From an optimization exercise on the open Yosys and OpenROAD flow, aimed at small area and a short achievable clock period; shortcuts taken in it are not production practice.
Function was checked by simulation only, so behaviour that the tests miss may differ from the original.
Power and IR drop assume default switching activity.

[flow/design.v]
module multiplier  #(parameter width = 16)
   ( input    signed  [width-1 : 0] multiplicand,
     input    signed  [width-1 : 0] multiplier,   
     output   signed  [2 * width - 1 : 0] product
   ) ;
   assign  product = multiplicand * multiplier ;
endmodule
module  adder  #(parameter width = 32)  
		( input   signed [width-1 : 0] a ,
		  input   signed [width-1 : 0] b , 
		  output  signed [width-1 : 0] sum
		) ;
    assign   sum = a + b ;
endmodule
module accumulator #(parameter width = 32) 
	(input    clk,
     	 input    ena,
         input    reset,
         input	  signed [width - 1 : 0] acc_in,
   	 output   reg signed [width - 1 : 0] acc_out
	) ;
   always @(posedge clk) begin
      if (reset)  acc_out <= 0 ;
      else if (ena) acc_out <= acc_in ;
   end
endmodule
module mac_demo(input clk, input reset, input ena,
                input signed [15:0] k, input signed [15:0] x,
                output signed [31:0] acc_out);
  reg [31:0] rs, rc;
  wire [31:0] ag = rs & rc, ap = rs ^ rc;
  wire pg1 = ag[1] | (ap[1] & ag[0]);
  wire pp_1 = ap[1] & ap[0];
  wire pg2 = ag[3] | (ap[3] & ag[2]);
  wire pp_2 = ap[3] & ap[2];
  wire pg3 = ag[5] | (ap[5] & ag[4]);
  wire pp_3 = ap[5] & ap[4];
  wire pg4 = ag[7] | (ap[7] & ag[6]);
  wire pp_4 = ap[7] & ap[6];
  wire pg5 = ag[9] | (ap[9] & ag[8]);
  wire pp_5 = ap[9] & ap[8];
  wire pg6 = ag[11] | (ap[11] & ag[10]);
  wire pp_6 = ap[11] & ap[10];
  wire pg7 = ag[13] | (ap[13] & ag[12]);
  wire pp_7 = ap[13] & ap[12];
  wire pg8 = ag[15] | (ap[15] & ag[14]);
  wire pp_8 = ap[15] & ap[14];
  wire pg9 = ag[17] | (ap[17] & ag[16]);
  wire pp_9 = ap[17] & ap[16];
  wire pg10 = ag[19] | (ap[19] & ag[18]);
  wire pp_10 = ap[19] & ap[18];
  wire pg11 = ag[21] | (ap[21] & ag[20]);
  wire pp_11 = ap[21] & ap[20];
  wire pg12 = ag[23] | (ap[23] & ag[22]);
  wire pp_12 = ap[23] & ap[22];
  wire pg13 = ag[25] | (ap[25] & ag[24]);
  wire pp_13 = ap[25] & ap[24];
  wire pg14 = ag[27] | (ap[27] & ag[26]);
  wire pp_14 = ap[27] & ap[26];
  wire pg15 = ag[29] | (ap[29] & ag[28]);
  wire pp_15 = ap[29] & ap[28];
  wire pg16 = ag[31] | (ap[31] & ag[30]);
  wire pp_16 = ap[31] & ap[30];
  wire pg17 = pg2 | (pp_2 & pg1);
  wire pp_17 = pp_2 & pp_1;
  wire pg18 = pg4 | (pp_4 & pg3);
  wire pp_18 = pp_4 & pp_3;
  wire pg19 = pg6 | (pp_6 & pg5);
  wire pp_19 = pp_6 & pp_5;
  wire pg20 = pg8 | (pp_8 & pg7);
  wire pp_20 = pp_8 & pp_7;
  wire pg21 = pg10 | (pp_10 & pg9);
  wire pp_21 = pp_10 & pp_9;
  wire pg22 = pg12 | (pp_12 & pg11);
  wire pp_22 = pp_12 & pp_11;
  wire pg23 = pg14 | (pp_14 & pg13);
  wire pp_23 = pp_14 & pp_13;
  wire pg24 = pg16 | (pp_16 & pg15);
  wire pp_24 = pp_16 & pp_15;
  wire pg25 = pg18 | (pp_18 & pg17);
  wire pp_25 = pp_18 & pp_17;
  wire pg26 = pg20 | (pp_20 & pg19);
  wire pp_26 = pp_20 & pp_19;
  wire pg27 = pg22 | (pp_22 & pg21);
  wire pp_27 = pp_22 & pp_21;
  wire pg28 = pg24 | (pp_24 & pg23);
  wire pp_28 = pp_24 & pp_23;
  wire pg29 = pg26 | (pp_26 & pg25);
  wire pp_29 = pp_26 & pp_25;
  wire pg30 = pg28 | (pp_28 & pg27);
  wire pp_30 = pp_28 & pp_27;
  wire pg31 = pg30 | (pp_30 & pg29);
  wire pp_31 = pp_30 & pp_29;
  wire pg32 = pg27 | (pp_27 & pg29);
  wire pp_32 = pp_27 & pp_29;
  wire pg33 = pg19 | (pp_19 & pg25);
  wire pp_33 = pp_19 & pp_25;
  wire pg34 = pg21 | (pp_21 & pg29);
  wire pp_34 = pp_21 & pp_29;
  wire pg35 = pg23 | (pp_23 & pg32);
  wire pp_35 = pp_23 & pp_32;
  wire pg36 = pg3 | (pp_3 & pg17);
  wire pp_36 = pp_3 & pp_17;
  wire pg37 = pg5 | (pp_5 & pg25);
  wire pp_37 = pp_5 & pp_25;
  wire pg38 = pg7 | (pp_7 & pg33);
  wire pp_38 = pp_7 & pp_33;
  wire pg39 = pg9 | (pp_9 & pg29);
  wire pp_39 = pp_9 & pp_29;
  wire pg40 = pg11 | (pp_11 & pg34);
  wire pp_40 = pp_11 & pp_34;
  wire pg41 = pg13 | (pp_13 & pg32);
  wire pp_41 = pp_13 & pp_32;
  wire pg42 = pg15 | (pp_15 & pg35);
  wire pp_42 = pp_15 & pp_35;
  wire pg43 = ag[2] | (ap[2] & pg1);
  wire pp_43 = ap[2] & pp_1;
  wire pg44 = ag[4] | (ap[4] & pg17);
  wire pp_44 = ap[4] & pp_17;
  wire pg45 = ag[6] | (ap[6] & pg36);
  wire pp_45 = ap[6] & pp_36;
  wire pg46 = ag[8] | (ap[8] & pg25);
  wire pp_46 = ap[8] & pp_25;
  wire pg47 = ag[10] | (ap[10] & pg37);
  wire pp_47 = ap[10] & pp_37;
  wire pg48 = ag[12] | (ap[12] & pg33);
  wire pp_48 = ap[12] & pp_33;
  wire pg49 = ag[14] | (ap[14] & pg38);
  wire pp_49 = ap[14] & pp_38;
  wire pg50 = ag[16] | (ap[16] & pg29);
  wire pp_50 = ap[16] & pp_29;
  wire pg51 = ag[18] | (ap[18] & pg39);
  wire pp_51 = ap[18] & pp_39;
  wire pg52 = ag[20] | (ap[20] & pg34);
  wire pp_52 = ap[20] & pp_34;
  wire pg53 = ag[22] | (ap[22] & pg40);
  wire pp_53 = ap[22] & pp_40;
  wire pg54 = ag[24] | (ap[24] & pg32);
  wire pp_54 = ap[24] & pp_32;
  wire pg55 = ag[26] | (ap[26] & pg41);
  wire pp_55 = ap[26] & pp_41;
  wire pg56 = ag[28] | (ap[28] & pg35);
  wire pp_56 = ap[28] & pp_35;
  wire pg57 = ag[30] | (ap[30] & pg42);
  wire pp_57 = ap[30] & pp_42;
  assign acc_out = ap ^ {pg57, pg42, pg56, pg35, pg55, pg41, pg54, pg32, pg53, pg40, pg52, pg34, pg51, pg39, pg50, pg29, pg49, pg38, pg48, pg33, pg47, pg37, pg46, pg25, pg45, pg36, pg44, pg17, pg43, pg1, ag[0], 1'b0};
  wire en = ena & ~reset;
  wire [31:0] fb = acc_out & {32{~reset}};
  wire [15:0] kg = k;
  wire [16:0] xe = {x, 1'b0};
  wire [16:0] ke = {kg[15], kg};
  wire [17:0] ke2 = {ke, 1'b0};
  wire [7:0] ng;
  wire b0_one = (xe[1] ^ xe[0]) & en;
  wire b0_two = ((xe[2] & ~xe[1] & ~xe[0]) | (~xe[2] & xe[1] & xe[0])) & en;
  assign ng[0] = xe[2] & en;
  wire [16:0] pp0 = (({17{b0_one}} & ke) | ({17{b0_two}} & ke2[16:0])) ^ {17{ng[0]}};
  wire b1_one = (xe[3] ^ xe[2]) & en;
  wire b1_two = ((xe[4] & ~xe[3] & ~xe[2]) | (~xe[4] & xe[3] & xe[2])) & en;
  assign ng[1] = xe[4] & en;
  wire [16:0] pp1 = (({17{b1_one}} & ke) | ({17{b1_two}} & ke2[16:0])) ^ {17{ng[1]}};
  wire b2_one = (xe[5] ^ xe[4]) & en;
  wire b2_two = ((xe[6] & ~xe[5] & ~xe[4]) | (~xe[6] & xe[5] & xe[4])) & en;
  assign ng[2] = xe[6] & en;
  wire [16:0] pp2 = (({17{b2_one}} & ke) | ({17{b2_two}} & ke2[16:0])) ^ {17{ng[2]}};
  wire b3_one = (xe[7] ^ xe[6]) & en;
  wire b3_two = ((xe[8] & ~xe[7] & ~xe[6]) | (~xe[8] & xe[7] & xe[6])) & en;
  assign ng[3] = xe[8] & en;
  wire [16:0] pp3 = (({17{b3_one}} & ke) | ({17{b3_two}} & ke2[16:0])) ^ {17{ng[3]}};
  wire b4_one = (xe[9] ^ xe[8]) & en;
  wire b4_two = ((xe[10] & ~xe[9] & ~xe[8]) | (~xe[10] & xe[9] & xe[8])) & en;
  assign ng[4] = xe[10] & en;
  wire [16:0] pp4 = (({17{b4_one}} & ke) | ({17{b4_two}} & ke2[16:0])) ^ {17{ng[4]}};
  wire b5_one = (xe[11] ^ xe[10]) & en;
  wire b5_two = ((xe[12] & ~xe[11] & ~xe[10]) | (~xe[12] & xe[11] & xe[10])) & en;
  assign ng[5] = xe[12] & en;
  wire [16:0] pp5 = (({17{b5_one}} & ke) | ({17{b5_two}} & ke2[16:0])) ^ {17{ng[5]}};
  wire b6_one = (xe[13] ^ xe[12]) & en;
  wire b6_two = ((xe[14] & ~xe[13] & ~xe[12]) | (~xe[14] & xe[13] & xe[12])) & en;
  assign ng[6] = xe[14] & en;
  wire [16:0] pp6 = (({17{b6_one}} & ke) | ({17{b6_two}} & ke2[16:0])) ^ {17{ng[6]}};
  wire b7_one = (xe[15] ^ xe[14]) & en;
  wire b7_two = ((xe[16] & ~xe[15] & ~xe[14]) | (~xe[16] & xe[15] & xe[14])) & en;
  assign ng[7] = xe[16] & en;
  wire [16:0] pp7 = (({17{b7_one}} & ke) | ({17{b7_two}} & ke2[16:0])) ^ {17{ng[7]}};
  wire hs0, hc0;
  assign hs0 = ng[0] ^ fb[0];
  assign hc0 = ng[0] & fb[0];
  wire hs1, hc1;
  assign hs1 = fb[1] ^ hc0;
  assign hc1 = fb[1] & hc0;
  wire s0, c0;
  fa u_fa1 (.a(ng[1]), .b(fb[2]), .c(pp0[2]), .s(s0), .co(c0));
  wire hs2, hc2;
  assign hs2 = pp1[0] ^ hc1;
  assign hc2 = pp1[0] & hc1;
  wire s1, c1;
  fa u_fa2 (.a(fb[3]), .b(pp0[3]), .c(pp1[1]), .s(s1), .co(c1));
  wire hs3, hc3;
  assign hs3 = hc2 ^ c0;
  assign hc3 = hc2 & c0;
  wire s2, c2;
  fa u_fa3 (.a(ng[2]), .b(fb[4]), .c(pp0[4]), .s(s2), .co(c2));
  wire s3, c3;
  fa u_fa4 (.a(pp1[2]), .b(pp2[0]), .c(c1), .s(s3), .co(c3));
  wire hs4, hc4;
  assign hs4 = s2 ^ hc3;
  assign hc4 = s2 & hc3;
  wire s4, c4;
  fa u_fa5 (.a(fb[5]), .b(pp0[5]), .c(pp1[3]), .s(s4), .co(c4));
  wire s5, c5;
  fa u_fa6 (.a(pp2[1]), .b(c2), .c(s4), .s(s5), .co(c5));
  wire hs5, hc5;
  assign hs5 = c3 ^ hc4;
  assign hc5 = c3 & hc4;
  wire s6, c6;
  fa u_fa7 (.a(ng[3]), .b(fb[6]), .c(pp0[6]), .s(s6), .co(c6));
  wire s7, c7;
  fa u_fa8 (.a(pp1[4]), .b(pp2[2]), .c(pp3[0]), .s(s7), .co(c7));
  wire s8, c8;
  fa u_fa9 (.a(c4), .b(s6), .c(s7), .s(s8), .co(c8));
  wire hs6, hc6;
  assign hs6 = c5 ^ s8;
  assign hc6 = c5 & s8;
  wire s9, c9;
  fa u_fa10 (.a(fb[7]), .b(pp0[7]), .c(pp1[5]), .s(s9), .co(c9));
  wire s10, c10;
  fa u_fa11 (.a(pp2[3]), .b(pp3[1]), .c(c6), .s(s10), .co(c10));
  wire s11, c11;
  fa u_fa12 (.a(c7), .b(s9), .c(c8), .s(s11), .co(c11));
  wire hs7, hc7;
  assign hs7 = s10 ^ hc6;
  assign hc7 = s10 & hc6;
  wire s12, c12;
  fa u_fa13 (.a(ng[4]), .b(fb[8]), .c(pp0[8]), .s(s12), .co(c12));
  wire s13, c13;
  fa u_fa14 (.a(pp1[6]), .b(pp2[4]), .c(pp3[2]), .s(s13), .co(c13));
  wire s14, c14;
  fa u_fa15 (.a(pp4[0]), .b(c9), .c(s12), .s(s14), .co(c14));
  wire s15, c15;
  fa u_fa16 (.a(s13), .b(c10), .c(s14), .s(s15), .co(c15));
  wire hs8, hc8;
  assign hs8 = c11 ^ hc7;
  assign hc8 = c11 & hc7;
  wire s16, c16;
  fa u_fa17 (.a(fb[9]), .b(pp0[9]), .c(pp1[7]), .s(s16), .co(c16));
  wire s17, c17;
  fa u_fa18 (.a(pp2[5]), .b(pp3[3]), .c(pp4[1]), .s(s17), .co(c17));
  wire s18, c18;
  fa u_fa19 (.a(c12), .b(c13), .c(s16), .s(s18), .co(c18));
  wire s19, c19;
  fa u_fa20 (.a(s17), .b(c14), .c(s18), .s(s19), .co(c19));
  wire hs9, hc9;
  assign hs9 = c15 ^ s19;
  assign hc9 = c15 & s19;
  wire s20, c20;
  fa u_fa21 (.a(ng[5]), .b(fb[10]), .c(pp0[10]), .s(s20), .co(c20));
  wire s21, c21;
  fa u_fa22 (.a(pp1[8]), .b(pp2[6]), .c(pp3[4]), .s(s21), .co(c21));
  wire s22, c22;
  fa u_fa23 (.a(pp4[2]), .b(pp5[0]), .c(c16), .s(s22), .co(c22));
  wire s23, c23;
  fa u_fa24 (.a(c17), .b(s20), .c(s21), .s(s23), .co(c23));
  wire s24, c24;
  fa u_fa25 (.a(c18), .b(s22), .c(s23), .s(s24), .co(c24));
  wire hs10, hc10;
  assign hs10 = c19 ^ s24;
  assign hc10 = c19 & s24;
  wire s25, c25;
  fa u_fa26 (.a(fb[11]), .b(pp0[11]), .c(pp1[9]), .s(s25), .co(c25));
  wire s26, c26;
  fa u_fa27 (.a(pp2[7]), .b(pp3[5]), .c(pp4[3]), .s(s26), .co(c26));
  wire s27, c27;
  fa u_fa28 (.a(pp5[1]), .b(c20), .c(c21), .s(s27), .co(c27));
  wire s28, c28;
  fa u_fa29 (.a(s25), .b(s26), .c(c22), .s(s28), .co(c28));
  wire s29, c29;
  fa u_fa30 (.a(c23), .b(s27), .c(s28), .s(s29), .co(c29));
  wire hs11, hc11;
  assign hs11 = c24 ^ hc10;
  assign hc11 = c24 & hc10;
  wire s30, c30;
  fa u_fa31 (.a(ng[6]), .b(fb[12]), .c(pp0[12]), .s(s30), .co(c30));
  wire s31, c31;
  fa u_fa32 (.a(pp1[10]), .b(pp2[8]), .c(pp3[6]), .s(s31), .co(c31));
  wire s32, c32;
  fa u_fa33 (.a(pp4[4]), .b(pp5[2]), .c(pp6[0]), .s(s32), .co(c32));
  wire s33, c33;
  fa u_fa34 (.a(c25), .b(c26), .c(s30), .s(s33), .co(c33));
  wire s34, c34;
  fa u_fa35 (.a(s31), .b(s32), .c(c27), .s(s34), .co(c34));
  wire s35, c35;
  fa u_fa36 (.a(s33), .b(c28), .c(s34), .s(s35), .co(c35));
  wire hs12, hc12;
  assign hs12 = c29 ^ s35;
  assign hc12 = c29 & s35;
  wire s36, c36;
  fa u_fa37 (.a(fb[13]), .b(pp0[13]), .c(pp1[11]), .s(s36), .co(c36));
  wire s37, c37;
  fa u_fa38 (.a(pp2[9]), .b(pp3[7]), .c(pp4[5]), .s(s37), .co(c37));
  wire s38, c38;
  fa u_fa39 (.a(pp5[3]), .b(pp6[1]), .c(c30), .s(s38), .co(c38));
  wire s39, c39;
  fa u_fa40 (.a(c31), .b(c32), .c(s36), .s(s39), .co(c39));
  wire s40, c40;
  fa u_fa41 (.a(s37), .b(c33), .c(s38), .s(s40), .co(c40));
  wire s41, c41;
  fa u_fa42 (.a(s39), .b(c34), .c(s40), .s(s41), .co(c41));
  wire hs13, hc13;
  assign hs13 = c35 ^ s41;
  assign hc13 = c35 & s41;
  wire s42, c42;
  fa u_fa43 (.a(ng[7]), .b(fb[14]), .c(pp0[14]), .s(s42), .co(c42));
  wire s43, c43;
  fa u_fa44 (.a(pp1[12]), .b(pp2[10]), .c(pp3[8]), .s(s43), .co(c43));
  wire s44, c44;
  fa u_fa45 (.a(pp4[6]), .b(pp5[4]), .c(pp6[2]), .s(s44), .co(c44));
  wire s45, c45;
  fa u_fa46 (.a(pp7[0]), .b(c36), .c(c37), .s(s45), .co(c45));
  wire s46, c46;
  fa u_fa47 (.a(s42), .b(s43), .c(s44), .s(s46), .co(c46));
  wire s47, c47;
  fa u_fa48 (.a(c38), .b(c39), .c(s45), .s(s47), .co(c47));
  wire s48, c48;
  fa u_fa49 (.a(s46), .b(c40), .c(s47), .s(s48), .co(c48));
  wire hs14, hc14;
  assign hs14 = c41 ^ s48;
  assign hc14 = c41 & s48;
  wire s49, c49;
  fa u_fa50 (.a(fb[15]), .b(pp0[15]), .c(pp1[13]), .s(s49), .co(c49));
  wire s50, c50;
  fa u_fa51 (.a(pp2[11]), .b(pp3[9]), .c(pp4[7]), .s(s50), .co(c50));
  wire s51, c51;
  fa u_fa52 (.a(pp5[5]), .b(pp6[3]), .c(pp7[1]), .s(s51), .co(c51));
  wire s52, c52;
  fa u_fa53 (.a(c42), .b(c43), .c(c44), .s(s52), .co(c52));
  wire s53, c53;
  fa u_fa54 (.a(s49), .b(s50), .c(s51), .s(s53), .co(c53));
  wire s54, c54;
  fa u_fa55 (.a(c45), .b(c46), .c(s52), .s(s54), .co(c54));
  wire s55, c55;
  fa u_fa56 (.a(s53), .b(c47), .c(s54), .s(s55), .co(c55));
  wire hs15, hc15;
  assign hs15 = c48 ^ s55;
  assign hc15 = c48 & s55;
  wire s56, c56;
  fa u_fa57 (.a(1'b1), .b(fb[16]), .c(~pp0[16]), .s(s56), .co(c56));
  wire s57, c57;
  fa u_fa58 (.a(pp1[14]), .b(pp2[12]), .c(pp3[10]), .s(s57), .co(c57));
  wire s58, c58;
  fa u_fa59 (.a(pp4[8]), .b(pp5[6]), .c(pp6[4]), .s(s58), .co(c58));
  wire s59, c59;
  fa u_fa60 (.a(pp7[2]), .b(c49), .c(c50), .s(s59), .co(c59));
  wire s60, c60;
  fa u_fa61 (.a(c51), .b(s56), .c(s57), .s(s60), .co(c60));
  wire s61, c61;
  fa u_fa62 (.a(s58), .b(c52), .c(c53), .s(s61), .co(c61));
  wire s62, c62;
  fa u_fa63 (.a(s59), .b(s60), .c(c54), .s(s62), .co(c62));
  wire s63, c63;
  fa u_fa64 (.a(s61), .b(c55), .c(s62), .s(s63), .co(c63));
  wire s64, c64;
  fa u_fa65 (.a(1'b1), .b(fb[17]), .c(pp1[15]), .s(s64), .co(c64));
  wire s65, c65;
  fa u_fa66 (.a(pp2[13]), .b(pp3[11]), .c(pp4[9]), .s(s65), .co(c65));
  wire s66, c66;
  fa u_fa67 (.a(pp5[7]), .b(pp6[5]), .c(pp7[3]), .s(s66), .co(c66));
  wire s67, c67;
  fa u_fa68 (.a(c56), .b(c57), .c(c58), .s(s67), .co(c67));
  wire s68, c68;
  fa u_fa69 (.a(s64), .b(s65), .c(s66), .s(s68), .co(c68));
  wire s69, c69;
  fa u_fa70 (.a(c59), .b(c60), .c(s67), .s(s69), .co(c69));
  wire s70, c70;
  fa u_fa71 (.a(s68), .b(c61), .c(s69), .s(s70), .co(c70));
  wire hs16, hc16;
  assign hs16 = c62 ^ s70;
  assign hc16 = c62 & s70;
  wire s71, c71;
  fa u_fa72 (.a(fb[18]), .b(~pp1[16]), .c(pp2[14]), .s(s71), .co(c71));
  wire s72, c72;
  fa u_fa73 (.a(pp3[12]), .b(pp4[10]), .c(pp5[8]), .s(s72), .co(c72));
  wire s73, c73;
  fa u_fa74 (.a(pp6[6]), .b(pp7[4]), .c(c64), .s(s73), .co(c73));
  wire s74, c74;
  fa u_fa75 (.a(c65), .b(c66), .c(s71), .s(s74), .co(c74));
  wire s75, c75;
  fa u_fa76 (.a(s72), .b(c67), .c(c68), .s(s75), .co(c75));
  wire s76, c76;
  fa u_fa77 (.a(s73), .b(s74), .c(c69), .s(s76), .co(c76));
  wire s77, c77;
  fa u_fa78 (.a(s75), .b(c70), .c(s76), .s(s77), .co(c77));
  wire s78, c78;
  fa u_fa79 (.a(1'b1), .b(fb[19]), .c(pp2[15]), .s(s78), .co(c78));
  wire s79, c79;
  fa u_fa80 (.a(pp3[13]), .b(pp4[11]), .c(pp5[9]), .s(s79), .co(c79));
  wire s80, c80;
  fa u_fa81 (.a(pp6[7]), .b(pp7[5]), .c(c71), .s(s80), .co(c80));
  wire s81, c81;
  fa u_fa82 (.a(c72), .b(s78), .c(s79), .s(s81), .co(c81));
  wire s82, c82;
  fa u_fa83 (.a(c73), .b(c74), .c(s80), .s(s82), .co(c82));
  wire s83, c83;
  fa u_fa84 (.a(s81), .b(c75), .c(s82), .s(s83), .co(c83));
  wire hs17, hc17;
  assign hs17 = c76 ^ s83;
  assign hc17 = c76 & s83;
  wire s84, c84;
  fa u_fa85 (.a(fb[20]), .b(~pp2[16]), .c(pp3[14]), .s(s84), .co(c84));
  wire s85, c85;
  fa u_fa86 (.a(pp4[12]), .b(pp5[10]), .c(pp6[8]), .s(s85), .co(c85));
  wire s86, c86;
  fa u_fa87 (.a(pp7[6]), .b(c78), .c(c79), .s(s86), .co(c86));
  wire s87, c87;
  fa u_fa88 (.a(s84), .b(s85), .c(c80), .s(s87), .co(c87));
  wire s88, c88;
  fa u_fa89 (.a(c81), .b(s86), .c(c82), .s(s88), .co(c88));
  wire s89, c89;
  fa u_fa90 (.a(s87), .b(c83), .c(s88), .s(s89), .co(c89));
  wire s90, c90;
  fa u_fa91 (.a(1'b1), .b(fb[21]), .c(pp3[15]), .s(s90), .co(c90));
  wire s91, c91;
  fa u_fa92 (.a(pp4[13]), .b(pp5[11]), .c(pp6[9]), .s(s91), .co(c91));
  wire s92, c92;
  fa u_fa93 (.a(pp7[7]), .b(c84), .c(c85), .s(s92), .co(c92));
  wire s93, c93;
  fa u_fa94 (.a(s90), .b(s91), .c(c86), .s(s93), .co(c93));
  wire s94, c94;
  fa u_fa95 (.a(s92), .b(c87), .c(s93), .s(s94), .co(c94));
  wire hs18, hc18;
  assign hs18 = c88 ^ s94;
  assign hc18 = c88 & s94;
  wire s95, c95;
  fa u_fa96 (.a(fb[22]), .b(~pp3[16]), .c(pp4[14]), .s(s95), .co(c95));
  wire s96, c96;
  fa u_fa97 (.a(pp5[12]), .b(pp6[10]), .c(pp7[8]), .s(s96), .co(c96));
  wire s97, c97;
  fa u_fa98 (.a(c90), .b(c91), .c(s95), .s(s97), .co(c97));
  wire s98, c98;
  fa u_fa99 (.a(s96), .b(c92), .c(s97), .s(s98), .co(c98));
  wire s99, c99;
  fa u_fa100 (.a(c93), .b(s98), .c(c94), .s(s99), .co(c99));
  wire s100, c100;
  fa u_fa101 (.a(1'b1), .b(fb[23]), .c(pp4[15]), .s(s100), .co(c100));
  wire s101, c101;
  fa u_fa102 (.a(pp5[13]), .b(pp6[11]), .c(pp7[9]), .s(s101), .co(c101));
  wire s102, c102;
  fa u_fa103 (.a(c95), .b(c96), .c(s100), .s(s102), .co(c102));
  wire s103, c103;
  fa u_fa104 (.a(s101), .b(c97), .c(s102), .s(s103), .co(c103));
  wire hs19, hc19;
  assign hs19 = c98 ^ s103;
  assign hc19 = c98 & s103;
  wire s104, c104;
  fa u_fa105 (.a(fb[24]), .b(~pp4[16]), .c(pp5[14]), .s(s104), .co(c104));
  wire s105, c105;
  fa u_fa106 (.a(pp6[12]), .b(pp7[10]), .c(c100), .s(s105), .co(c105));
  wire s106, c106;
  fa u_fa107 (.a(c101), .b(s104), .c(c102), .s(s106), .co(c106));
  wire s107, c107;
  fa u_fa108 (.a(s105), .b(c103), .c(s106), .s(s107), .co(c107));
  wire s108, c108;
  fa u_fa109 (.a(1'b1), .b(fb[25]), .c(pp5[15]), .s(s108), .co(c108));
  wire s109, c109;
  fa u_fa110 (.a(pp6[13]), .b(pp7[11]), .c(c104), .s(s109), .co(c109));
  wire s110, c110;
  fa u_fa111 (.a(s108), .b(c105), .c(s109), .s(s110), .co(c110));
  wire hs20, hc20;
  assign hs20 = c106 ^ s110;
  assign hc20 = c106 & s110;
  wire s111, c111;
  fa u_fa112 (.a(fb[26]), .b(~pp5[16]), .c(pp6[14]), .s(s111), .co(c111));
  wire s112, c112;
  fa u_fa113 (.a(pp7[12]), .b(c108), .c(s111), .s(s112), .co(c112));
  wire s113, c113;
  fa u_fa114 (.a(c109), .b(s112), .c(c110), .s(s113), .co(c113));
  wire s114, c114;
  fa u_fa115 (.a(1'b1), .b(fb[27]), .c(pp6[15]), .s(s114), .co(c114));
  wire s115, c115;
  fa u_fa116 (.a(pp7[13]), .b(c111), .c(s114), .s(s115), .co(c115));
  wire hs21, hc21;
  assign hs21 = c112 ^ s115;
  assign hc21 = c112 & s115;
  wire s116, c116;
  fa u_fa117 (.a(fb[28]), .b(~pp6[16]), .c(pp7[14]), .s(s116), .co(c116));
  wire s117, c117;
  fa u_fa118 (.a(c114), .b(s116), .c(c115), .s(s117), .co(c117));
  wire s118, c118;
  fa u_fa119 (.a(1'b1), .b(fb[29]), .c(pp7[15]), .s(s118), .co(c118));
  wire hs22, hc22;
  assign hs22 = c116 ^ s118;
  assign hc22 = c116 & s118;
  wire s119, c119;
  fa u_fa120 (.a(fb[30]), .b(~pp7[16]), .c(c118), .s(s119), .co(c119));
  wire hs23, hc23;
  assign hs23 = 1'b1 ^ fb[31];
  assign hc23 = 1'b1 & fb[31];
  wire [31:0] ns = {hs23, hc22, hs22, hc21, hs21, hc20, hs20, hc19, hs19, hc18, hs18, hc17, hs17, hc16, hs16, hc15, hc14, hc13, hc12, hc11, s29, hc9, hc8, s15, s11, hc5, s5, s3, s1, hs2, pp0[1], hs0};
  wire [31:0] nc = {c119, s119, c117, s117, c113, s113, c107, s107, c99, s99, c89, s89, c77, s77, c63, s63, hs15, hs14, hs13, hs12, hs11, hs10, hs9, hs8, hs7, hs6, hs5, hs4, hs3, s0, hs1, pp0[0]};
  always @(posedge clk) begin
    rs <= ns;
    rc <= nc;
  end
endmodule
module fa(input a, input b, input c, output s, output co);
  assign s = a ^ b ^ c;
  assign co = (a & b) | (a & c) | (b & c);
endmodule
[flow/run.sh]
#!/bin/bash
# synth_recipe.tcl (not shown) runs the flow's synth.tcl, then flattens the netlist and writes it again
# the make line also repeats each setting of config.mk as NAME=value (left out here)
make -C /OpenROAD-flow-scripts/flow DESIGN_CONFIG=/design/flow/config.mk WORK_HOME=/design/flow/orfs CLKGATE_MAP_FILE= SYNTH_SCRIPT=/design/flow/synth_recipe.tcl finish
[flow/config.mk]
export PLATFORM = sky130hd
export DESIGN_NAME = mac_demo
export DESIGN_NICKNAME = mac_demo
export VERILOG_FILES = /design/flow/design.v
export SDC_FILE = /design/flow/constraint.sdc
export NUM_CORES = 4
export LEC_CHECK = 0
export ABC_AREA = 1
export CAP_MARGIN = 20
export CORE_MARGIN = 2
export CORE_UTILIZATION = 40
export SETUP_SLACK_MARGIN = 1.0
export SLEW_MARGIN = 20
export SYNTH_HIERARCHICAL = 1
export SYNTH_MINIMUM_KEEP_SIZE = 0
[flow/constraint.sdc]
create_clock -name core_clock -period 7.0 [get_ports {clk}]
set_input_delay 1.4000 -clock core_clock [delete_from_list [all_inputs] [get_ports {clk}]]
set_output_delay 1.4000 -clock core_clock [all_outputs]
set_load 0.01 [all_outputs]
==> results of run 1 <==
==> Yosys stat by module (local to each module, per instance) <==
| module | cells inside | times used | area (sq um) | flops+latches |
|---|---|---|---|---|
| fa | 1 | 120 | 20.02 | 0 |
| mac_demo | 757 | 1 | 5942 | 64 |
==> layout make-up <==
cell class,instances,area share (%)
multi-input cells,676,68.34
clock inverters,6,0.6340
repair buffers,75,7.687
inverters,96,3.830
clock buffers,10,2.417
well taps,270,3.566
flip-flops and latches,64,13.53
==> placed cells by master, fill, tap and decap left out, types with 11 or more instances in the layout <==
cell type and n:
sky130_fd_sc_hd__o22ai_1 94, sky130_fd_sc_hd__a21oi_1 66, sky130_fd_sc_hd__or2_2 14, sky130_fd_sc_hd__xor2_1 114, sky130_fd_sc_hd__clkdlybuf4s50_1 66, sky130_fd_sc_hd__o22ai_2 11
sky130_fd_sc_hd__inv_1 93, sky130_fd_sc_hd__ha_1 52, sky130_fd_sc_hd__a31oi_1 17, sky130_fd_sc_hd__dfxtp_1 64, sky130_fd_sc_hd__nand2_1 80, sky130_fd_sc_hd__nor2_1 39
sky130_fd_sc_hd__fa_1 136
==> cell families (layout without fill, tap and decap cells) <==
kind of cell             after synthesis  count (layout)  synth area share [%]
flip-flops                            64              64                 15.35
buffers and inverters                144             187                 7.407
AO/OA/AOI/OAI                        205             205                 15.29
XOR/XNOR                             122             122                 12.81
other                                  1               8               0.04494
AND/OR/NAND/NOR                      153             153                 8.667
adder cells (fa/ha/maj)              188             188                 40.43
==> through the flow <==
stage,utilization (%),area (sq um),std cells
floorplan,-,8371,884
global placement,45.10,9184,1181
detailed placement,45.10,9184,1181
CTS,46.52,9473,1197
global route,46.52,9473,1197
finish,46.52,9473,1197
==> flip-flops by register name (all words and copies together), names as in the netlist <==
name  flops
rs       32
rc       32
==> metal layers <==
| metal | wire length [microns] | share of wire (%) | up-vias | GRT usage, % |
|---|---|---|---|---|
| met4 | 213 | 1.0 | 0 | 4.238 |
| met1 | 9841 | 48 | 3072 | 28.94 |
| met2 | 9075 | 44 | 251 | 29.26 |
| met5 | 0 | 0 | - | 0 |
| met3 | 1500 | 7.3 | 21 | 3.712 |
| li1 | - | - | 2989 | - |
==> final timing paths <==
kind / startpoint / to / slack (ns) / cells after the start
hold / removal: rs[31] / rs[31] / 0.66 / 3
setup / recovery: reset / rc[18] / 1.61 / 12
hold reg to reg: rs[31] / rs[31] / 0.66 / 3
setup reg to reg: rs[0] / rc[18] / 1.81 / 19
==> worst register-to-register path, stage by stage, from the launching register on <==
cell and delay (ns):
sky130_fd_sc_hd__dfxtp_1 0.31, sky130_fd_sc_hd__ha_1 0.14, sky130_fd_sc_hd__inv_1 0.05, sky130_fd_sc_hd__fa_1 0.39, sky130_fd_sc_hd__inv_1 0.08, sky130_fd_sc_hd__nand3_1 0.06, sky130_fd_sc_hd__nand2_1 0.13, sky130_fd_sc_hd__nand2_1 0.07
sky130_fd_sc_hd__nand2_1 0.18, sky130_fd_sc_hd__inv_1 0.13, sky130_fd_sc_hd__o21bai_1 0.21, sky130_fd_sc_hd__a31oi_1 0.15, sky130_fd_sc_hd__fa_1 0.40, sky130_fd_sc_hd__or2_2 0.29, sky130_fd_sc_hd__a21oi_1 0.26, sky130_fd_sc_hd__fa_1 0.47
sky130_fd_sc_hd__fa_1 0.45, sky130_fd_sc_hd__fa_1 0.41, sky130_fd_sc_hd__fa_1 0.43, sky130_fd_sc_hd__fa_1 0.45
==> report_power, final <==
group | switching [W] | leakage (nW) | internal [W]
Sequential | 0.0000613 | 0.534 | 0.000561
Clock | 0.000169 | 0.138 | 0.000273
Combinational | 0.00140 | 4.01 | 0.00129
==> flow_summary.ini, run 1 <==
[sta]
timing.final.crit_period_ns = 5.389
report.final.slew_viol_count = 0
hold_viol = 0
slew_at_the_pin_closest_to_its_max_slew_limit_ns = 0.9411
timing.slew.headroom_pct = 36.84
hold_slack_ns = 0.6560
layout_setup_ws_ns = 1.611
final.period_utilization_pct = 76.98
tns_setup_ns = 0
fmax_mhz = 185.6
setup_viol = 0
finClkSkew_ns = 0.01104
rsz0062_at_grt = false

[place]
post-dp-hpwl_microns = 15920
io_buffer_count = 66
gp_congestion = 0.8457
pre_cts_slack_ns = 1.258

[finish]
nFillCells = 1970
final_layout_size_suffix_gt1_share_pct = 7.767
design.final.nets = 1145
ff_latch_area_sq_um = 1281
antennaDiodeCount = 0
total_area_of_multi_input_combinational_cells_sq_um = 6474
flow.area_growth_from_synthesis_pct = 13.53

[yosys]
netlist_instances = 877
yosysMostFrequentCell = sky130_fd_sc_hd__fa_1
netlist_top_cells_count = 136 x sky130_fd_sc_hd__fa_1, 114 x sky130_fd_sc_hd__xor2_1, 94 x sky130_fd_sc_hd__o22ai_1
synth.avg_cell_area_sq_um = 9.515
syn-cell-area_sq_um = 8344
synthDominantAreaCellType = sky130_fd_sc_hd__fa_1
synthDistinctLibCells = 33
synth_edf_count = 0
yosysWarnings = 7
dominant_cells_by_area_after_synthesis = sky130_fd_sc_hd__fa_1 33%, sky130_fd_sc_hd__dfxtp_1 15%, sky130_fd_sc_hd__xor2_1 12%
ys_seq_elements = 64
postSynth.asyncResetShare_pct = 0
synth_seq_area_share_pct = 15.35
synth_ff_type = sky130_fd_sc_hd__dfxtp_1
yosys.area.top_type_share_pct = 32.63

[worst_setup_path]
worstSetupEndpointType = register
critical-path-max-stage-delay_ns = 0.49
critPathMostFrequentCell = sky130_fd_sc_hd__fa_1
critical_path_fanouts_max = 17
cp_data_required_time_ns = 7.21
worstPathBufferInverterCount = 4
timing.critical_path.slowest_stage_cell = sky130_fd_sc_hd__clkdlybuf4s50_1
worst_path_top_cell_family_by_delay = adder cells
worstPathArrival_ns = 5.60
cp_cell_sequence = clkdlybuf4s50_1 -> inv_2 -> nand2_4 -> inv_4 -> nand2_1 -> inv_1 -> o21ai_0 -> fa_1 -> fa_1 -> fa_1 -> fa_1 -> fa_1
worstSetupPathType = primary input to register
cp-start-kind = primary input

[clocking]
clockBufferDepth = 2
postCtsHoldBufs = 0
cts_resized = 0
post_cts.repair.setup_buffers = 0
cts_root_buffer = sky130_fd_sc_hd__clkbuf_16
reg_clk_slew_reported_paths_ns = 0.05
cts-buffers-inserted = 9
cts_sinks = 64
cts_htree_levels = 3
worstSkewPairLatency_ns = 0.34
tritoncts = yes

[power_and_ir_drop]
cellPowerDensity_nw_per_um2 = 396.8
leakagePower_nw = 4.683
post_layout_power_w = 0.003759
vdd_ir_drop_max_uv = 320.5

[drt]
via_count = 6333
vias_per_cell = 5.291
drt_first_iter_violations = 498
first_pass_iters = 5
finalWirelength_microns = 20630
routedWlPerCell_microns = 17.24
final_antenna_net_count = 0
detail_route.drc_violations = 0

[die]
floorplan.initialDensity_pct = 40.97
num_rows = 52
pin_count = 67
fp.dieW_microns = 148.4
fp.coreArea_sq_um = 20360
die_height_microns = 148.4
die_area_sq_um = 22030

[status]
status = complete, no violations

[run]
max_capacitance_violation_total = 0

[worst_hold_path]
worstHoldPathType = register to register

[grt]
gr-usage-all-layers_pct = 19.38
grt_pass1_wl_microns = 33490
grt_max_degree = 32
globalRoute.totalOverflow = 0
first_global_vias = 6325
antenna_found_initial = 0
==> run 2, diff against run 1 <==
--- a/flow/config.mk
+++ b/flow/config.mk
@@ -11,3 +11,3 @@
 export CORE_UTILIZATION = 40
-export SETUP_SLACK_MARGIN = 1.0
+export SETUP_SLACK_MARGIN = 2.5
 export SLEW_MARGIN = 20
==> flow_summary.ini, run 2 <==
[yosys]
synth.avg_cell_area_sq_um = 9.515
yosys.area.top_type_share_pct = 32.63
synthDistinctLibCells = 33
synthDominantAreaCellType = sky130_fd_sc_hd__fa_1
synth_edf_count = 0
yosysWarnings = 7
dominant_cells_by_area_after_synthesis = sky130_fd_sc_hd__fa_1 33%, sky130_fd_sc_hd__dfxtp_1 15%, sky130_fd_sc_hd__xor2_1 12%
netlist_top_cells_count = 136 x sky130_fd_sc_hd__fa_1, 114 x sky130_fd_sc_hd__xor2_1, 94 x sky130_fd_sc_hd__o22ai_1
ys_seq_elements = 64
synth_seq_area_share_pct = 15.35
synth_ff_type = sky130_fd_sc_hd__dfxtp_1
netlist_instances = 877
postSynth.asyncResetShare_pct = 0
syn-cell-area_sq_um = 8344
yosysMostFrequentCell = sky130_fd_sc_hd__fa_1

[grt]
antenna_found_initial = 1
globalRoute.totalOverflow = 0
gr-usage-all-layers_pct = 23.88
grt_pass1_wl_microns = 40230
first_global_vias = 7633
grt_max_degree = 32

[drt]
via_count = 7366
routedWlPerCell_microns = 19.57
drt_first_iter_violations = 689
detail_route.drc_violations = 0
vias_per_cell = 5.509
final_antenna_net_count = 0
finalWirelength_microns = 26170
first_pass_iters = 5

[die]
fp.dieW_microns = 148.4
num_rows = 52
floorplan.initialDensity_pct = 40.97
pin_count = 67
die_height_microns = 148.4
die_area_sq_um = 22030
fp.coreArea_sq_um = 20360

[sta]
final.period_utilization_pct = 66.28
report.final.slew_viol_count = 0
slew_at_the_pin_closest_to_its_max_slew_limit_ns = 0.5515
tns_setup_ns = 0
rsz0062_at_grt = true
timing.slew.headroom_pct = 63.11
layout_setup_ws_ns = 2.360
fmax_mhz = 215.5
timing.final.crit_period_ns = 4.640
hold_viol = 0
finClkSkew_ns = 0.008112
setup_viol = 0

[finish]
layoutNonFillerInstCount = 1337
most_common_library_cell_in_the_layout_ignoring_fill_and_taps = sky130_fd_sc_hd__buf_4
flow.area_growth_from_synthesis_pct = 39.20
total_area_of_multi_input_combinational_cells_sq_um = 7372
final_layout_size_suffix_gt1_share_pct = 36.02
fin_util_pct = 57.03
design.final.nets = 1284
layout_common_cells = 121 x sky130_fd_sc_hd__buf_4, 99 x sky130_fd_sc_hd__xor2_1, 98 x sky130_fd_sc_hd__fa_1
ff_latch_area_sq_um = 1284
final_design_area_excluding_fillers_sq_um = 11610
nFillCells = 1682
layout_top_registers = rc: 32 flops, rs: 32 flops

[place]
io_buffer_count = 66
post-dp-hpwl_microns = 16220
pre_cts_slack_ns = 1.458
post_placement_cell_count = 1177
postPlaceCellArea_sq_um = 9380
gp_congestion = 0.8404

[clocking]
tritoncts = yes
postCtsHoldBufs = 0
reg_clk_slew_reported_paths_ns = 0.06
cts_htree_levels = 3
cts_sinks = 64
worstSkewPairLatency_ns = 0.35
cts-buffers-inserted = 9
cts_root_buffer = sky130_fd_sc_hd__clkbuf_16
clockBufferDepth = 2

[status]
status = complete, no violations

[power_and_ir_drop]
leakagePower_nw = 5.502
cellPowerDensity_nw_per_um2 = 352.2
vdd_ir_drop_max_uv = 280.8

[worst_hold_path]
worstHoldPathType = register to register

[worst_setup_path]
critPathMostFrequentCell = sky130_fd_sc_hd__fa_1
worstPathArrival_ns = 4.87
worstSetupPathType = primary input to register
critical_path_fanouts_max = 16
cp_data_required_time_ns = 7.23
timing.critical_path.slowest_stage_cell = sky130_fd_sc_hd__fa_1
cp_cell_sequence = clkdlybuf4s15_1 -> inv_2 -> a21oi_1 -> o21ai_1 -> buf_6 -> o22ai_2 -> xor2_2 -> fa_1 -> fa_1 -> fa_2 -> fa_1 -> fa_1
worstPathBufferInverterCount = 3
worst_path_top_cell_family_by_delay = adder cells
critical-path-max-stage-delay_ns = 0.54
worstSetupEndpointType = register
cp-start-kind = primary input

[run]
max_capacitance_violation_total = 0
## run 2: cell counts after synthesis
Identical to the previous run, type by type.
## run 2: cells by family after synthesis
kind of cell | share of synthesized area, %
other cells | 0.04494
fa+ha+maj | 40.43
compound gates | 15.29
buf+inv | 7.407
flops | 15.35
simple gates | 8.667
xor+xnor | 12.81
## run 2: timing repair
action / 4_1_cts / 5_1_grt
endpoints found under the setup margin: 62 / 39
buffers inserted: 112 / 23
hold endpoints to repair: 0 / 0
pin swaps: 54 / 36
gates resized for setup: 174 / 86
gates cloned: 6 / 2
## run 2: cell type report
type                       instances  area share [%]
multi-input combinational        679           63.47
timing repair buffer             206           15.32
sequential                        64           11.05
inverter                          96           4.061
tap                              270           2.909
clock buffer                       9           1.939
clock inverter                     7          0.9480
timing repair inverter             5          0.2801
antenna                            1         0.02154
## run 2: tightest hold or removal path, delay by kind of cell, from the launching register on
family                    cells  cell delay [ns]
xor gates and xnor gates      2             0.24
and+or+nand+nor               1             0.05
DFF                           1             0.32
## run 2: worst paths after layout
kind                  to  slack (ns)   start  cells after the start
setup reg to reg  rc[16]        2.48   rs[0]                     18
setup / recovery  rc[16]        2.36   x[11]                     12
hold / removal    rs[31]        0.64  rs[31]                      3
hold reg to reg   rs[31]        0.64  rs[31]                      3
## run 2: layer usage
layer,global-route usage [%],vias up,wire length (microns)
met1,30.10,3564,10280
met5,0,-,0
met3,4.325,131,1984
met4,13.05,0,1512
li1,-,3273,-
met2,39.03,398,12400
## run 2: per-module statistics from Yosys (local to each module, per instance)
module	cells	copies in the design	flip-flops and latches	area (sq um)
mac_demo	757	1	64	5942
fa	1	120	0	20.02
## run 2: metrics by stage
step                total power, W  hold slack (ns)
floorplan                 0.002439           0.6344
global placement          0.003356           0.6185
detailed placement        0.003401           0.6107
CTS                       0.004034           0.6319
global route              0.004615           0.7013
finish                    0.004091           0.6427
## run 2: report_power, final
part | switching (W) | total (W) | internal [W]
sequential | 0.0000636 | 0.000625 | 0.000562
clock | 0.000172 | 0.000516 | 0.000345
combinational | 0.00156 | 0.00295 | 0.00139
total | 0.00179 | 0.00409 | 0.00230
==> run 3, diff against run 2 <==
--- a/flow/config.mk
+++ b/flow/config.mk
@@ -11,3 +11,3 @@
 export CORE_UTILIZATION = 40
-export SETUP_SLACK_MARGIN = 2.5
+export SETUP_SLACK_MARGIN = 3.5
 export SLEW_MARGIN = 20
==> flow_summary.ini, run 3 <==
[worst_setup_path]
critical_path.reg2reg.startpoint = rs[0]
critical_path.startpoint = k[11]
worstPathArrival_ns = 4.84
critical-path-max-stage-delay_ns = 0.58
cp_data_required_time_ns = 7.23
cp-start-kind = primary input
worstSetupEndpointType = register
critical_path_fanouts_max = 7
timing.critical_path.slowest_stage_cell = sky130_fd_sc_hd__fa_1
cp_cell_sequence = clkdlybuf4s15_2 -> clkinvlp_4 -> buf_4 -> o22ai_1 -> xor2_1 -> fa_2 -> fa_1 -> fa_1 -> fa_2
worstSetupPathType = primary input to register

[die]
pin_count = 67
num_rows = 52
fp.coreArea_sq_um = 20360
die_area_sq_um = 22030
fp.dieW_microns = 148.4
floorplan.initialDensity_pct = 40.97
die_height_microns = 148.4

[grt]
grt_max_degree = 32
gr-usage-all-layers_pct = 25.46
first_global_vias = 8007
grt_pass1_wl_microns = 42990
antenna_found_initial = 0
globalRoute.totalOverflow = 0

[drt]
routedWlPerCell_microns = 21.11
final_antenna_net_count = 0
via_count = 7730
detail_route.drc_violations = 0
finalWirelength_microns = 28870
vias_per_cell = 5.651
drt_first_iter_violations = 753
first_pass_iters = 6

[status]
status = complete, no violations

[clocking]
tritoncts = yes
clockBufferDepth = 2
cts_htree_levels = 3
cts-buffers-inserted = 9
cts_root_buffer = sky130_fd_sc_hd__clkbuf_16
cts_sinks = 64
worstSkewPairLatency_ns = 0.36
reg_clk_slew_reported_paths_ns = 0.05

[power_and_ir_drop]
switching_power_w = 0.002062
cell_internal_pwr_w = 0.002555
power.share.clock_pct = 9.2
netSwitchingFraction_pct = 44.66
p_comb_share_pct = 77.1
seqPwrFrac_pct = 13.7
cellPowerDensity_nw_per_um2 = 360.4
vdd_ir_drop_max_uv = 279.7
leakagePower_nw = 5.733

[worst_hold_path]
hp-start = rc[31]
worstHoldPathType = register to register

[sta]
final.period_utilization_pct = 65.92
tns_setup_ns = 0
fmax_mhz = 216.7
hold_slack_ns = 0.6475
timing.final.crit_period_ns = 4.614
slew_at_the_pin_closest_to_its_max_slew_limit_ns = 0.6294
setup_viol = 0
finClkSkew_ns = 0.007254
report.final.slew_viol_count = 0
rsz0062_at_grt = true
timing.slew.headroom_pct = 58.04
hold_viol = 0

[finish]
most_common_library_cell_in_the_layout_ignoring_fill_and_taps = sky130_fd_sc_hd__buf_4
flow.area_growth_from_synthesis_pct = 53.52
layout_top_registers = rc: 32 flops, rs: 32 flops
antennaDiodeCount = 0
design.final.nets = 1316
layoutNonFillerInstCount = 1368
final_layout_size_suffix_gt1_share_pct = 53.55
layout_common_cells = 120 x sky130_fd_sc_hd__buf_4, 90 x sky130_fd_sc_hd__xor2_1, 87 x sky130_fd_sc_hd__fa_2
nFillCells = 1550

[place]
post_placement_cell_count = 1178
post-dp-hpwl_microns = 16600
io_buffer_count = 66
gp_congestion = 0.8343

[yosys]
synth.avg_cell_area_sq_um = 9.515
netlist_top_cells_count = 136 x sky130_fd_sc_hd__fa_1, 114 x sky130_fd_sc_hd__xor2_1, 94 x sky130_fd_sc_hd__o22ai_1
synth_edf_count = 0
synth_ff_type = sky130_fd_sc_hd__dfxtp_1
syn-cell-area_sq_um = 8344
postSynth.asyncResetShare_pct = 0
synthDistinctLibCells = 33
yosys.area.top_type_share_pct = 32.63
synthDominantAreaCellType = sky130_fd_sc_hd__fa_1
yosysMostFrequentCell = sky130_fd_sc_hd__fa_1
yosysWarnings = 7
dominant_cells_by_area_after_synthesis = sky130_fd_sc_hd__fa_1 33%, sky130_fd_sc_hd__dfxtp_1 15%, sky130_fd_sc_hd__xor2_1 12%
ys_seq_elements = 64
synth_seq_area_share_pct = 15.35
netlist_instances = 877

[run]
max_capacitance_violation_total = 0
==> run 3: cell type report <==
type	count	area, sq um	share of cell area (%)
clock inverter	6	35.03	0.2735
timing repair inverter	2	18.77	0.1465
sequential	64	1282	10.01
timing repair buffer	243	2281	17.81
tap	270	337.8	2.637
multi-input combinational	677	8147	63.60
inverter	96	469.2	3.663
clock buffer	10	239.0	1.866
==> run 3: per-layer routing <==
layer	global-route usage, %	up-vias	share of wire (%)
met5	0	-	0
met4	12.86	0	5.8
met3	4.509	153	8.5
met2	40.65	508	46
met1	33.39	3749	40
li1	-	3320	-
==> run 3: cells by family (layout without fill, tap and decap cells) <==
family / count (synthesis) / count (layout) / share of synthesized area [%]
AOI/OAI and AO/OA: 205 / 205 / 15.29
xor gates and xnor gates: 122 / 122 / 12.81
adders and majority gates: 188 / 188 / 40.43
buffers and inverters: 144 / 357 / 7.407
DFF: 64 / 64 / 15.35
other: 1 / 8 / 0.04494
and+or+nand+nor: 153 / 154 / 8.667
==> run 3: path summary, 6_finish.rpt <==
| check | endpoint | slack, ns | cells past startpoint |
|---|---|---|---|
| worst max-delay path | rc[20] | 2.39 | 9 |
| worst min-delay path | rs[31] | 0.65 | 3 |
| worst max register to register | rc[14] | 2.57 | 19 |
| worst min register to register | rs[31] | 0.65 | 3 |
==> run 3: critical path: cells and delay by family <==
| kind | cells | cell delay (ns) |
|---|---|---|
| adders and majority gates | 4 | 1.98 |
| buffers and inverters | 3 | 0.75 |
| xor gates and xnor gates | 1 | 0.45 |
| AOI/OAI and AO/OA | 1 | 0.26 |
==> run 3: repair_timing <==
action,in CTS,in global routing
gates cloned,4,0
endpoints found under the setup margin,85,81
setup buffers,153,17
hold buffers,0,0
pin swaps,93,58
resized for setup,404,117
==> run 3: through the flow <==
step,area (sq um),utilization (%),worst slack [ns],power [W]
floorplan,9080,-,2.453,0.002620
finish,12810,62.90,2.386,0.004616
global route,12810,62.90,2.307,0.005140
CTS,12150,59.68,2.471,0.004241
global placement,9732,47.79,1.474,0.003515
detailed placement,9732,47.79,1.441,0.003578
==> run 3: modules after synthesis (local to each module, per instance) <==
module	copies in the design	area, sq um
fa	120	20.02
mac_demo	1	5942
==> run 3: power by group through the flow <==
stage               combinational (W)  clock, W  sequential [W]
finish                        0.00356  0.000423        0.000633
global route                  0.00405  0.000445        0.000649
CTS                           0.00319  0.000429        0.000624
detailed placement            0.00295         0        0.000629
global placement              0.00289         0        0.000629
floorplan                     0.00201         0        0.000613
==> run 4, diff against run 3 <==
--- a/flow/config.mk
+++ b/flow/config.mk
@@ -11,3 +11,3 @@
 export CORE_UTILIZATION = 40
-export SETUP_SLACK_MARGIN = 3.5
+export SETUP_SLACK_MARGIN = 1.5
 export SLEW_MARGIN = 20
==> flow_summary.ini, run 4 <==
[status]
status = complete, no violations

[yosys]
multiplexer_fraction_of_the_synthesized_cell_area_pct = 0
synth_edf_count = 0
yosys.area.top_type_share_pct = 32.63
postSynth.asyncResetShare_pct = 0
synth.avg_cell_area_sq_um = 9.515
yosysMostFrequentCell = sky130_fd_sc_hd__fa_1
netlist_instances = 877
ys_seq_elements = 64
netlist_top_cells_count = 136 x sky130_fd_sc_hd__fa_1, 114 x sky130_fd_sc_hd__xor2_1, 94 x sky130_fd_sc_hd__o22ai_1
synth-compound-area-share_pct = 15.29
synth_simple_gate_area_share_pct = 8.667
yosysWarnings = 7
synth_seq_area_share_pct = 15.35
synth_fa_ha_area_share_pct = 40.43
syn-cell-area_sq_um = 8344
dominant_cells_by_area_after_synthesis = sky130_fd_sc_hd__fa_1 33%, sky130_fd_sc_hd__dfxtp_1 15%, sky130_fd_sc_hd__xor2_1 12%
synthDistinctLibCells = 33
post_synth_xor_area_fraction_pct = 12.81
largest_family_of_logic_cells_by_synthesized_area = adder cells
synth_ff_type = sky130_fd_sc_hd__dfxtp_1
synthDominantAreaCellType = sky130_fd_sc_hd__fa_1

[worst_setup_path]
critical_path_fanouts_max = 16
cp-start-kind = primary input
critical_path.reg2reg.startpoint = rs[0]
worstSetupPathType = primary input to register
timing.reg2reg.setup_slack_ns = 1.82
reg2regPathDepth = 19
cp-endpoint = rc[13]
r2r-end = rc[18]
cp_data_required_time_ns = 7.22
worstSetupEndpointType = register
worstPathArrival_ns = 5.56
critical_path.startpoint = reset

[place]
io_buffer_count = 66
post-dp-hpwl_microns = 15920
gp_congestion = 0.8457
postPlaceCellArea_sq_um = 9184
post_placement_cell_count = 1181

[die]
die_area_sq_um = 22030
die_height_microns = 148.4
fp.dieW_microns = 148.4
num_rows = 52
floorplan.initialDensity_pct = 40.97
fp.coreArea_sq_um = 20360
pin_count = 67

[grt]
globalRoute.totalOverflow = 0
grt_pass1_wl_microns = 33490
first_global_vias = 6325
grt_max_degree = 32
antenna_found_initial = 0
gr-usage-all-layers_pct = 19.38

[drt]
drt_first_iter_violations = 491
vias_per_cell = 5.286
final_antenna_net_count = 0
via_count = 6327
detail_route.drc_violations = 0
routedWlPerCell_microns = 17.15
first_pass_iters = 5
finalWirelength_microns = 20530

[finish]
flow.area_growth_from_synthesis_pct = 13.59
final_design_area_excluding_fillers_sq_um = 9478
final_layout_size_suffix_gt1_share_pct = 7.983
layoutNonFillerInstCount = 1197
layout_common_cells = 136 x sky130_fd_sc_hd__fa_1, 114 x sky130_fd_sc_hd__xor2_1, 94 x sky130_fd_sc_hd__o22ai_1
most_common_library_cell_in_the_layout_ignoring_fill_and_taps = sky130_fd_sc_hd__fa_1
design.final.nets = 1145
layout_top_registers = rc: 32 flops, rs: 32 flops
antennaDiodeCount = 0

[sta]
hold_viol = 0
finClkSkew_ns = 0.01107
rsz0062_at_grt = false
final.period_utilization_pct = 76.19
tns_setup_ns = 0
timing.final.crit_period_ns = 5.333
report.final.slew_viol_count = 0
slew_at_the_pin_closest_to_its_max_slew_limit_ns = 0.9590
setup_viol = 0
timing.slew.headroom_pct = 35.64
fmax_mhz = 187.5

[run]
max_capacitance_violation_total = 0

[clocking]
post_cts.repair.setup_buffers = 0
postCtsHoldBufs = 0
tritoncts = yes
cts-buffers-inserted = 9
cts_htree_levels = 3
worstSkewPairLatency_ns = 0.34
cts_sinks = 64
reg_clk_slew_reported_paths_ns = 0.05
clockBufferDepth = 2
cts_root_buffer = sky130_fd_sc_hd__clkbuf_16

[power_and_ir_drop]
cellPowerDensity_nw_per_um2 = 396.6
vdd_ir_drop_max_uv = 320.5
leakagePower_nw = 4.683

[worst_hold_path]
worstHoldPathType = register to register
run 4: power by group:
part           internal (W)  switching, W  leakage, nW
Combinational       0.00129       0.00140         4.01
Sequential         0.000561     0.0000614        0.534
Clock              0.000273      0.000169        0.138
Total               0.00213       0.00163         4.68
run 4: how the worst min path moves through the flow:
| stage | start | endpoint | slack, ns | cells past startpoint |
|---|---|---|---|---|
| floorplan | rs[31] | rs[31] | 0.63 | 3 |
| global placement | rc[31] | rs[31] | 0.61 | 3 |
| detailed placement | rs[31] | rs[31] | 0.63 | 3 |
| CTS | rs[31] | rs[31] | 0.65 | 3 |
| global route | rs[31] | rs[31] | 0.66 | 3 |
| finish | rs[31] | rs[31] | 0.66 | 3 |
run 4: critical path: stages:
cell and delay (ns):
sky130_fd_sc_hd__clkdlybuf4s50_1 0.49, sky130_fd_sc_hd__inv_2 0.06, sky130_fd_sc_hd__nand2_4 0.27, sky130_fd_sc_hd__a21oi_1 0.07, sky130_fd_sc_hd__o21ai_1 0.52, sky130_fd_sc_hd__buf_4 0.30
sky130_fd_sc_hd__o22ai_1 0.09, sky130_fd_sc_hd__xor2_1 0.19, sky130_fd_sc_hd__fa_1 0.48, sky130_fd_sc_hd__fa_1 0.43, sky130_fd_sc_hd__fa_1 0.55, sky130_fd_sc_hd__fa_1 0.42
sky130_fd_sc_hd__ha_1 0.27
run 4: modules after synthesis (local to each module, per instance):
module,times used,cells inside,cell area [sq um]
fa,120,1,20.02
mac_demo,1,757,5942
run 4: what timing repair did:
action	CTS	global route
resized for setup	0	2
hold endpoints to repair	0	0
endpoints found under the setup margin	0	5
run 4: area by class of cell:
cell class	count	area, sq um
sequential	64	1281
clock buffer	10	229.0
timing repair buffer	75	728.2
multi-input combinational	676	6479
inverter	96	362.8
fill	1972	10890
clock inverter	6	60.06
tap	270	337.8
run 4: through the flow:
stage	hold slack, ns	total power [W]	util [%]	worst slack, ns
floorplan	0.6345	0.002402	-	2.241
global placement	0.6132	0.003288	45.10	1.376
detailed placement	0.6337	0.003365	45.10	1.258
CTS	0.6535	0.003838	46.52	1.599
global route	0.6637	0.004251	46.54	1.506
finish	0.6560	0.003759	46.54	1.667
run 4: cell families (layout without fill, tap and decap cells):
family                   after synthesis  in the layout
AO/OA/AOI/OAI                        205            205
adder cells (fa/ha/maj)              188            188
AND/OR/NAND/NOR                      153            153
buffers and inverters                144            187
XOR/XNOR                             122            122
flip-flops                            64             64
other                                  1              8
run 4: layer usage:
| layer | share of wire [%] | wire length (microns) | GRT usage (%) |
|---|---|---|---|
| met5 | 0 | 0 | 0 |
| met4 | 1.2 | 240 | 4.238 |
| met3 | 6.9 | 1417 | 3.712 |
| met2 | 44 | 8974 | 29.26 |
| met1 | 48 | 9901 | 28.94 |

==> port drivers added, routing unchanged <==
The results above use ideal ports. As a check the final layouts listed here were re-extracted and re-timed, cells and wires unchanged.
Step 1 (the two cells are an assumption about what drives the block):
set clk [get_ports {clk}]
set_driving_cell -lib_cell sky130_fd_sc_hd__clkbuf_16 $clk
set_driving_cell -lib_cell sky130_fd_sc_hd__buf_2 [delete_from_list [all_inputs] $clk]
Step 2 times the ports against the registers' clock, not the clock port: input delays grow and output delays shrink by t, the midpoint of the rising clock arrivals with the driver on.
Three values: ideal ports, drivers, drivers and shift; two values: the first two.
run | t, ns | slack for setup (ns) | slew at the worst register clock pin (ns) | worst data-port slew with drivers (ns)
run 1 | 0.379 | 1.611 / 1.629 / 1.251 | 0.06 / 0.06 | 0.04
run 2 | 0.397 | 2.360 / 2.385 / 1.989 | 0.06 / 0.06 | 0.06
run 3 | 0.403 | 2.386 / 2.398 / 1.996 | 0.06 / 0.06 | 0.06
run 4 | 0.379 | 1.667 / 1.685 / 1.307 | 0.06 / 0.06 | 0.04
After both steps setup and hold are still met in every run listed. For run 3, which loses most, drivers alone change the setup slack by +0.012 ns; drivers and shift together by -0.390 ns.
